What follows belongs to an exercise in optimizing a design on an open flow for small area and a short achievable clock period; a production flow would make more cautious choices.
At most, simulation tests tie the RTL to the original design; equivalence was not proved.
Power and IR drop assume default switching activity.

==> inputs of run D <==
Design opstack, start of the top module:
module opstack(clk, num, op, x, qtop);
  input clk, num, op;
  input [15:0] x;
  output [15:0] qtop;
  wire [15:0] qnext, s, d;
  wire load, push, pop;
  alu alu0(.a(qtop), .b(qnext), .f(x[4:0]), .s(s));
  stack stack0(clk, load, push, pop, d, qtop, qnext);
  assign load=num|op;
  assign push=num;
  assign pop=op&~x[4];
  assign d = num ? x : s;
endmodule
Settings: LEC_CHECK=0, ABC_CLOCK_PERIOD_IN_PS=5000, CAP_MARGIN=20, CORE_MARGIN=2, CORE_UTILIZATION=40, SLEW_MARGIN=20; clock period 7.0 ns.
run.sh (not shown) runs the stock make flow with config.mk's settings and CLKGATE_MAP_FILE= SYNTH_SCRIPT=/design/flow/synth_recipe.tcl, a recipe that flattens the netlist after the stock synthesis.
==> inputs of run K, as changes to run D <==
- ABC_CLOCK_PERIOD_IN_PS: 5000 -> default
==> comparison table <==
item	run K	run D
Detailed Route Iter0 Violations	991	991
Power in the clock group	0.575 mW	0.575 mW
Number of instances resized during post-cts repair	0	0
Adder-cell area share of the yosys netlist	25.2%	25.2%
Asr flop ratio synth	0%	0%
Top FF cell, synth	sky130_fd_sc_hd__edfxtp_1	sky130_fd_sc_hd__edfxtp_1
Number of setup buffers added after CTS	0	0
Wirelength, routed	34900 µm	34900 µm
Required time of the critical path	7.12 ns	7.12 ns
Multi-input combinational gate total	879	879
Global Route Usage Sum	26.8%	26.8%
Startpoint types	register	register
Area share of the largest cell type after synthesis	19.2%	19.2%
Run status	no timing/DRC/antenna violations	no timing/DRC/antenna violations
TritonCTS buffer count	9	9
Synth Area in XOR/XNOR	5.55%	5.55%
Clock buf count	9	9
Critical path type	register to register	register to register
Netlist cell types	80	80
Function was not checked in any run of this note: the RTL went through the layout flow alone.


==> v17 <==
Another version of the RTL of opstack (not shown whole).
==> module alu, before the edit <==
module alu(a, b, f, x, push, op, s);
  input [15:0] a, b;
  input [4:0] f;
  input [15:0] x;
  input push, op;
  output [15:0] s;
  wire f_add  = (f == 5'b00000);
  wire f_sub  = (f == 5'b00001);
  wire f_mul  = (f == 5'b00010);
  wire f_shl  = (f == 5'b00011);
  wire f_shr  = (f == 5'b00100);
  wire f_band = (f == 5'b00101);
  wire f_bor  = (f == 5'b00110);
  wire f_bxor = (f == 5'b00111);
  wire f_and  = (f == 5'b01000);
  wire f_or   = (f == 5'b01001);
  wire f_eq   = (f == 5'b01010);
  wire f_ne   = (f == 5'b01011);
  wire f_ge   = (f == 5'b01100);
  wire f_le   = (f == 5'b01101);
  wire f_gt   = (f == 5'b01110);
  wire f_lt   = (f == 5'b01111);
  wire f_neg  = (f == 5'b10000);
  wire f_bnot = (f == 5'b10001);
  wire f_not  = (f == 5'b10010);
  wire [15:0] e, ba, bo, bna;
  eqv16 eqv0(.a(a), .b(b), .e(e));
  lgc16 lgc0(.a(a), .b(b), .ba(ba), .bo(bo), .bna(bna));
  wire eq = &e;
  wire ge_u;                           
  cmp16 cmp0(.g(bna), .p(e), .c(ge_u));
  wire lt = (b[15] ^ a[15]) ? b[15] : ~ge_u;
  wire anz = |a, bnz = |b;
  wire bit0 = (f_and & anz & bnz) | (f_or & (anz | bnz)) | (f_eq & eq) |
              (f_ne & ~eq) | (f_ge & ~lt) | (f_le & (lt | eq)) |
              (f_gt & ~(lt | eq)) | (f_lt & lt) | (f_not & ~anz);
  wire big = |a[15:4];
  wire [15:0] br;
  genvar i;
  generate for (i = 0; i < 16; i = i + 1) begin : g_rev
    assign br[i] = b[15 - i];
  end endgenerate
  wire [15:0] bs = f_shr ? br : b;
  wire [15:0] sh = bs << a[3:0];
  wire [15:0] shr;
  generate for (i = 0; i < 16; i = i + 1) begin : g_rev2
    assign shr[i] = sh[15 - i];
  end endgenerate
  wire [15:0] nra, nrb;
  mul_rows mul0(.a(a), .b(b), .nra(nra), .nrb(nrb));
  wire opv  = ~push & op;
  wire hold = ~push & ~op;
  wire s_mul = opv & f_mul;
  wire s_b   = opv & (f_add | f_sub);
  wire s_ap  = opv & f_add;
  wire s_an  = opv & (f_sub | f_neg | f_bnot);
  wire s_and = opv & f_band;
  wire s_or  = opv & f_bor;
  wire s_xor = opv & f_bxor;
  wire s_shl = opv & f_shl & ~big;
  wire s_shr = opv & f_shr & ~big;
  wire s_cmp = opv;
  wire ci    = opv & (f_sub | f_neg);
  wire [15:0] lo = ({16{push}} & x) | ({16{hold}} & a) | ({16{s_b}} & b) |
                   ({16{s_and}} & ba) | ({16{s_or}} & bo) |
                   ({16{s_xor}} & ~e) | ({16{s_shl}} & sh) |
                   ({16{s_shr}} & shr) | {15'd0, s_cmp & bit0};
  wire [15:0] u = ({16{s_mul}} & ~nra) | lo;
  wire [15:0] v = ({16{s_mul}} & {~nrb[15:1], 1'b0}) | ({16{s_ap}} & a) | ({16{s_an}} & ~a);
  add16 add0(.u(u), .v(v), .ci(ci), .s(s));
endmodule
export LEC_CHECK = 0
export CAP_MARGIN = 20
export CORE_MARGIN = 2
export CORE_UTILIZATION = 40
export SETUP_SLACK_MARGIN = 3.5
export SLEW_MARGIN = 20
export SYNTH_HIERARCHICAL = 1
create_clock -name core_clock -period 7.0 [get_ports {clk}]
==> inputs of v27, as changes to v17 <==
--- a/flow/design.v
+++ b/flow/design.v
@@ -40,7 +40,7 @@
   generate for (i = 0; i < 16; i = i + 1) begin : g_rev
     assign br[i] = b[15 - i];
   end endgenerate
-  wire [15:0] bs = f_shr ? br : b;
+  wire [15:0] bs = f[2] ? br : b;
   wire [15:0] sh = bs << a[3:0];
   wire [15:0] shr;
   generate for (i = 0; i < 16; i = i + 1) begin : g_rev2
@@ -65,10 +65,18 @@
                    ({16{s_and}} & ba) | ({16{s_or}} & bo) |
                    ({16{s_xor}} & ~e) | ({16{s_shl}} & sh) |
                    ({16{s_shr}} & shr) | {15'd0, s_cmp & bit0};
-  wire [15:0] u = ({16{s_mul}} & ~nra) | lo;
-  wire [15:0] v = ({16{s_mul}} & {~nrb[15:1], 1'b0}) | ({16{s_ap}} & a) | ({16{s_an}} & ~a);
+  wire [15:0] vo = ({16{s_ap}} & a) | ({16{s_an}} & ~a);
+  wire [15:0] u, v;
+  rowsel rsu(.s(s_mul), .n(nra), .o(lo), .y(u));
+  rowsel rsv(.s(s_mul), .n({nrb[15:1], 1'b1}), .o(vo), .y(v));
   add16 add0(.u(u), .v(v), .ci(ci), .s(s));
 endmodule
+module rowsel(s, n, o, y);
+  input s;
+  input [15:0] n, o;
+  output [15:0] y;
+  assign y = ({16{s}} & ~n) | o;
+endmodule
 module eqv16(a, b, e);
   input [15:0] a, b;
   output [15:0] e;
==> flow/flow/run.sh (new file) <==
#!/bin/bash
# Standard layout, with port buffers of the smallest buffer cell.
set -e
export BUFFER_PORTS_ARGS="-buffer_cell sky130_fd_sc_hd__buf_1"
bash standard.sh > standard.log 2>&1
==> flow/standard.sh (new file) <==
#!/bin/bash
# synth_recipe.tcl (not shown) runs the flow's synth.tcl, then flattens the netlist and writes it again
# the make line also repeats each setting of config.mk as NAME=value (left out here)
make -C /OpenROAD-flow-scripts/flow DESIGN_CONFIG=/design/flow/config.mk WORK_HOME=/design/flow/orfs CLKGATE_MAP_FILE= SYNTH_SCRIPT=/design/flow/synth_recipe.tcl "${@:-finish}"
Settings changed: CTS_BUF_LIST from default to sky130_fd_sc_hd__clkbuf_4 sky130_fd_sc_hd__clkbuf_8, SETUP_SLACK_MARGIN 3.5 to 2.5, TNS_END_PERCENT from default to 0.
removed: flow/run.sh
==> inputs of v11, as changes to v17 <==
Settings changed: CTS_BUF_LIST from default to sky130_fd_sc_hd__clkbuf_4 sky130_fd_sc_hd__clkbuf_8, SETUP_SLACK_MARGIN 3.5 to 2.5.
==> qor.csv <==
stage,metric,value,unit
power,seq_cell_power,0.542,mW
setup_path,r2r_end,stack0.q[0][15]$_DFF_P_,
place,place.gp.congestion,0.993,
power,seqPwrFrac,23.8,%
clocking,cts-root-buf,clkbuf_16,
layout,regArea,1340,um2
drt,wl_met1,13.6,mm
layout,layout_common_cells,"198 x nand2_1, 92 x inv_1, 78 x fa_1, 73 x buf_4, 41 x dfxtp_1",
setup_path,crit_arrival,4.96,ns
power,peakVddDrop,196,uV
timing,max_freq,212,MHz
run_status,status,no timing/DRC/antenna violations,
[end of results for v17]
==> qor.csv <==
stage,metric,value,unit
run_status,status,no timing/DRC/antenna violations,
timing,max_freq,224,MHz
setup_path,r2r_end,stack0.q[0][7]$_DFF_P_,
timing,tightestPinTransition,1.04,ns
setup_path,crit_arrival,4.71,ns
layout,layout_common_cells,"173 x nand2_1, 118 x inv_1, 78 x fa_1, 68 x buf_4",
clocking,postCtsSetupRepairBufs,13,
place,place.gp.congestion,0.964,
clocking,cts-root-buf,clkbuf_8,
power,peakVddDrop,157,uV
layout,regArea,1350,um2
power,seq_cell_power,0.556,mW
power,seqPwrFrac,27.3,%
[end of results for v27]
==> qor.csv <==
stage,metric,value,unit
run_status,status,no timing/DRC/antenna violations,
power,seqPwrFrac,26.2,%
power,seq_cell_power,0.547,mW
clocking,cts-root-buf,clkbuf_8,
drt,wl_met1,13.0,mm
place,place.gp.congestion,0.972,
setup_path,r2r_end,stack0.q[0][15]$_DFF_P_,
layout,regArea,1350,um2
setup_path,crit_arrival,5.01,ns
timing,max_freq,211,MHz
[end of results for v11]
Only the layout flow was run in v17 and v11; the RTL was not checked for function there.

## afterwards: timing with drivers on the ports
Ports are ideal in the flow. The routed layouts listed here were re-timed in OpenROAD. Step 1: set_driving_cell puts a clkbuf_16 on clk and a buf_2 on each other input, an assumption about the parent block. Step 2 moves the port delays by t, midway between the first and last clock arrival at a register: inputs arrive t later, outputs are due t later. That takes back most of the time a late clock gives input paths. Three values: ideal ports, drivers, drivers and shift; two values: the first two.
| run | shift t [ns] | setup WS [ns] | pins driven straight from the clock port |
|---|---|---|---|
| run D | 0.408 | 1.167 / 1.167 / 1.167 | 1 |
| run K | 0.408 | 1.167 / 1.167 / 1.167 | 1 |
| v17 | 0.390 | 2.279 / 2.274 / 1.884 | 1 |
| v27 | 0.392 | 2.530 / 2.484 / 2.093 | 1 |
| v11 | 0.406 | 2.250 / 2.252 / 1.846 | 1 |
After both steps every run listed still meets setup and hold. The setup slack of v27, which loses most, moves by -0.046 ns with the drivers and by -0.437 ns with both steps.
